Context: an optimization exercise on an open-source flow, tuned for small area, a short achievable clock period and few clock cycles. The choices shown serve that exercise and are no tape-out recipe.
RTL that was checked went through simulation tests only; none was proved equivalent to the original.
Power figures rest on the tool's default switching activity, not on a simulated workload.

==> inputs of job 4344 <==
Design demosaic, start of the top module:
module demosaic(clk, reset, in_en, data_in, wr_r, addr_r, wdata_r, rdata_r, wr_g, addr_g, wdata_g, rdata_g, wr_b, addr_b, wdata_b, rdata_b, done);
export LEC_CHECK = 0
export CAP_MARGIN = 20
export CORE_MARGIN = 2
export CORE_UTILIZATION = 50
export CTS_BUF_LIST = sky130_fd_sc_hd__clkbuf_8
export SETUP_SLACK_MARGIN = 3
export SLEW_MARGIN = 20
create_clock -name core_clock -period 5.5 [get_ports {clk}]
standard.sh (not shown) runs the stock make flow with config.mk's settings and CLKGATE_MAP_FILE= SYNTH_SCRIPT=/design/flow/synth_recipe.tcl, a recipe that flattens the netlist after the stock synthesis.
==> flow/flow/run.sh <==
#!/bin/bash
# Standard layout, but with small port buffers instead of the delay-cell
# default that buffer_ports picks.
cp standard.sh standard_sh_copy.log
export BUFFER_PORTS_ARGS="-buffer_cell sky130_fd_sc_hd__buf_1"
bash standard.sh > standard.log 2>&1
==> inputs of job 4329, as changes to job 4344 <==
==> flow/design.v (replaced) <==
module demosaic(clk, reset, in_en, data_in, wr_r, addr_r, wdata_r, rdata_r, wr_g, addr_g, wdata_g, rdata_g, wr_b, addr_b, wdata_b, rdata_b, done);
input clk;
input reset;
input in_en;
input [7:0] data_in;
output reg wr_r;
output reg [13:0] addr_r;
output reg [7:0] wdata_r;
input [7:0] rdata_r;
output reg wr_g;
output reg [13:0] addr_g;
output reg [7:0] wdata_g;
input [7:0] rdata_g;
output reg wr_b;
output reg [13:0] addr_b;
output reg [7:0] wdata_b;
input [7:0] rdata_b;
output reg done;
localparam M_STREAM = 2'd0, M_LAST = 2'd1, M_POST = 2'd2;
reg [1:0] mode;
reg [13:0] pos;
reg pre;          
reg last;         
reg q0, q1, q2;   
reg [7:0] mo_p, mo_q, uo;    
reg [8:0] vr;                
reg [9:0] vm;                
reg [7:0] to_q, me_b;        
reg [8:0] p1, p2;            
reg [7:0] te;                
reg [8:0] w_a, w_b;          
wire [6:0] x = pos[13:7];
wire [6:0] y = pos[6:0];
wire is_r = ~x[0] &  y[0];
wire is_b =  x[0] & ~y[0];
wire is_g = ~(is_r | is_b);
wire [6:0] ym2 = y - 7'd2;
wire [6:0] xb  = x[0] ? x - 7'd2 : x + 7'd2;
wire [13:0] s_addr_r = {is_g ? xb : x, is_r ? y : ym2};
wire [13:0] s_addr_g = {is_b ? xb : x, is_g ? y : ym2};
wire [13:0] s_addr_b = {is_r ? xb : x, is_b ? y : ym2};
wire post = (mode == M_POST) & ~done;
wire [5:0] s  = pos[13:8];
wire [5:0] c6 = pos[5:0];
wire [5:0] sm = s + 6'd1;      
wire [5:0] smp1 = s + 6'd2;
wire [5:0] c6p1 = c6 + 6'd1;
wire [5:0] c6p2 = c6 + 6'd2;
wire fin = q1 & last & (s == 6'd62);
wire [8:0] rl = mo_p + mo_q;
wire [9:0] rd = vm + rdata_b;
wire [7:0] sum_r = q0 ? rl[8:1] : q1 ? vr[8:1] : rd[9:2];
wire [9:0] tg = p1 + p2;
wire [7:0] sum_g = tg[9:2];
wire [8:0] bl = te + rdata_r;
wire [9:0] bd = w_a + w_b;
wire [7:0] sum_b = q0 ? bl[8:1] : q1 ? bd[9:2] : w_b[8:1];
always @(posedge clk or posedge reset) begin
    if (reset) begin
        mode <= M_STREAM;
        done <= 1'b0;
    end else begin
        case (mode)
            M_STREAM: if (in_en && (&pos)) mode <= M_LAST;
            M_LAST:   mode <= M_POST;
            default:  if (post && fin) done <= 1'b1;
        endcase
    end
end
always @(posedge clk) begin
    if (reset) begin
        pos <= 14'd0;
        wr_r <= 1'b0; wr_g <= 1'b0; wr_b <= 1'b0;
    end else if (mode == M_STREAM) begin
        wr_r <= in_en; wr_g <= in_en; wr_b <= in_en;
        if (in_en) pos <= pos + 14'd1;
    end else if (mode == M_LAST) begin
        wr_r <= 1'b0; wr_g <= 1'b0; wr_b <= 1'b0;
        pos <= {6'd0, 2'd0, 6'd63};
        pre <= 1'b1; last <= 1'b0;
        q0 <= 1'b1; q1 <= 1'b0; q2 <= 1'b0;
    end else if (post) begin
        q0 <= q2 | (q1 & last);
        q1 <= q0;
        q2 <= q1 & ~last;
        if (q1 & last) begin
            pos[13:8] <= sm; pre <= 1'b1; last <= 1'b0;
        end
        if (q2) begin
            pre <= 1'b0; pos[5:0] <= c6p1; last <= (c6 == 6'd62);
        end
        wr_r <= (q0 & ~pre) | (q1 & ~last & ~pre) | q2;
        wr_g <= (q0 & ~pre & ~last) | q2;
        wr_b <= (q0 & ~pre & ~last) | (q1 & ~last & ~pre) | q2;
    end else begin
        wr_r <= 1'b0; wr_g <= 1'b0; wr_b <= 1'b0;
    end
end
always @(posedge clk) begin
    if (q0) te <= rdata_r;
    if (q1) begin
        mo_p <= mo_q; mo_q <= rdata_g;
        to_q <= rdata_b;
    end
    if (q2) uo <= rdata_b;
    if (q2) me_b <= rdata_g;
    else if (q0 & pre) me_b <= rdata_b;    
end
always @(posedge clk) begin
    w_b <= q0 ? rdata_r + rdata_g : w_b;
    w_a <= w_b;                         
    vr  <= uo + mo_q;                   
    vm  <= vr + rdata_g;                
    p1  <= me_b + to_q;                 
    p2  <= rdata_r + (q1 ? rdata_b : rdata_g);
end
always @(posedge clk) begin
    if (mode == M_STREAM) begin
        addr_r <= s_addr_r; addr_g <= s_addr_g; addr_b <= s_addr_b;
        wdata_r <= data_in; wdata_g <= data_in; wdata_b <= data_in;
    end else begin
        if (mode[0]) begin
            addr_r <= {7'd1, 7'd126}; addr_g <= {7'd1, 7'd126}; addr_b <= {7'd2, 7'd126};
        end else if (q0) begin
            addr_r <= {sm, 1'b0, c6, 1'b0};
            addr_g <= {sm, 1'b0, c6, 1'b1};
            addr_b <= {s, 1'b1, c6, 1'b1};
        end else if (q1 & ~last) begin
            addr_r <= {s, 1'b1, c6, 1'b1};
            addr_g <= {sm, 1'b0, c6p2, 1'b0};
            addr_b <= {sm, 1'b0, c6, 1'b1};
        end else begin
            addr_r <= {q2 ? s : sm, 1'b1, q2 ? c6p1 : c6, 1'b0};
            addr_g <= {q2 ? s : sm, 1'b1, q2 ? c6p1 : c6, 1'b0};
            addr_b <= {q2 ? sm : smp1, 1'b0, q2 ? c6p1 : c6, 1'b0};
        end
        wdata_r <= sum_r; wdata_g <= sum_g; wdata_b <= sum_b;
    end
end
endmodule
ABC_CLOCK_PERIOD_IN_PS = 3500   (was unset)
CORE_UTILIZATION = 40   (was 50)
==> summary of the runs <==
Job 4329 produced a clean layout. Job 4344 went through all stages and came out clean.
In sequential power, job 4329 and job 4344 hardly differ.
Between job 4329 and job 4344, the lower total power is in job 4329 (gap about 2.5%, measured against job 4344).
Against job 4344, the worst setup slack of job 4329 is worse by 0.0096 ns.
In register-to-register slack, job 4344 and job 4329 hardly differ.
In clock-buffer cell count, job 4329 and job 4344 do not differ.
In job 4344 the clock skew is lower than in job 4329, by 0.0043 ns.
In job 4344 the synthesized area is lower than in job 4329, by about 4%.
Of job 4344 and job 4329, job 4344 has the higher clock power (gap about 5%, measured against job 4329).
Sequential share of layout area: job 4329 is lower than job 4344 (1.6 points).
In job 4344 the via count is smaller than in job 4329, by 8.9%.
==> figures <==
Final cell area excluding filler cells: job 4329 0.01161 sq mm; job 4344 0.01113 sq mm
Outcome: job 4329 complete, no violations; job 4344 complete, no violations
Placer's final routability congestion estimate: job 4329 0.8566; job 4344 0.8760
Row count: job 4329 58; job 4344 51
ClkCell Share: job 4329 0.03255; job 4344 0.03596
Multi-input combinational area share: job 4329 0.4807; job 4344 0.4750
Share of the synthesized area in the top cell type: job 4329 0.2488; job 4344 0.2599
Initial antenna violation count: job 4329 1; job 4344 0
Floorplan Core Area: job 4329 0.02533 sq mm; job 4344 0.01946 sq mm
Total routing resource utilization after global routing: job 4329 0.2002; job 4344 0.2236
Part of the power in the clock network: job 4329 0.247; job 4344 0.252
Fraction of layout cells with a size suffix above 1: job 4329 0.09974; job 4344 0.1036
Launch instance of the worst min-delay path: job 4329 w_b[4]$_DFFE_PP_; job 4344 w_b[7]$_DFFE_PP_
Tap Count: job 4329 330; job 4344 265
Die outline area: job 4329 0.02725 sq mm; job 4344 0.02102 sq mm
Number of non-clock buffers: job 4329 121; job 4344 115
Number of nets in the finished design: job 4329 1280; job 4344 1191
Sequential cell area share: job 4329 0.3895; job 4344 0.4059
Compound-Gate Fraction of Synth Area: job 4329 0.1757; job 4344 0.1696
Vias: job 4329 8095; job 4344 7376
Number of inserted filler cells in the final layout: job 4329 2413; job 4344 1753
Testbench counts of job 4329, summed over its fixed seeds: cycles 457,744.
Only the layout flow was run in job 4344; the RTL was not checked for function there.

port drivers added, routing unchanged:
The flow's constraints put no driver on any port. The routed layouts listed below were extracted and timed again, unchanged, in two steps. Step 1, drivers: a clkbuf_16 drives clk and a buf_2 each remaining input, both assumed. Step 2 adds t to the input delays and takes it off the output delays; t is the mean of the earliest and latest rising clock arrival at the registers after step 1. Input paths then give back, and output paths get back, about the clock's delay inside the block. Three values: ideal ports, drivers, drivers and shift; two values: the first two.
run | t (ns) | slack for setup (ns) | slew at the worst register clock pin (ns)
job 4344 | 0.509 | 3.040 / 3.061 / 2.552 | 0.10 / 0.10
job 4329 | 0.520 | 3.031 / 3.045 / 2.525 | 0.12 / 0.12
After both steps every run listed still meets setup and hold. The setup slack of job 4329, which loses most, moves by +0.014 ns with the drivers and by -0.506 ns with both steps.
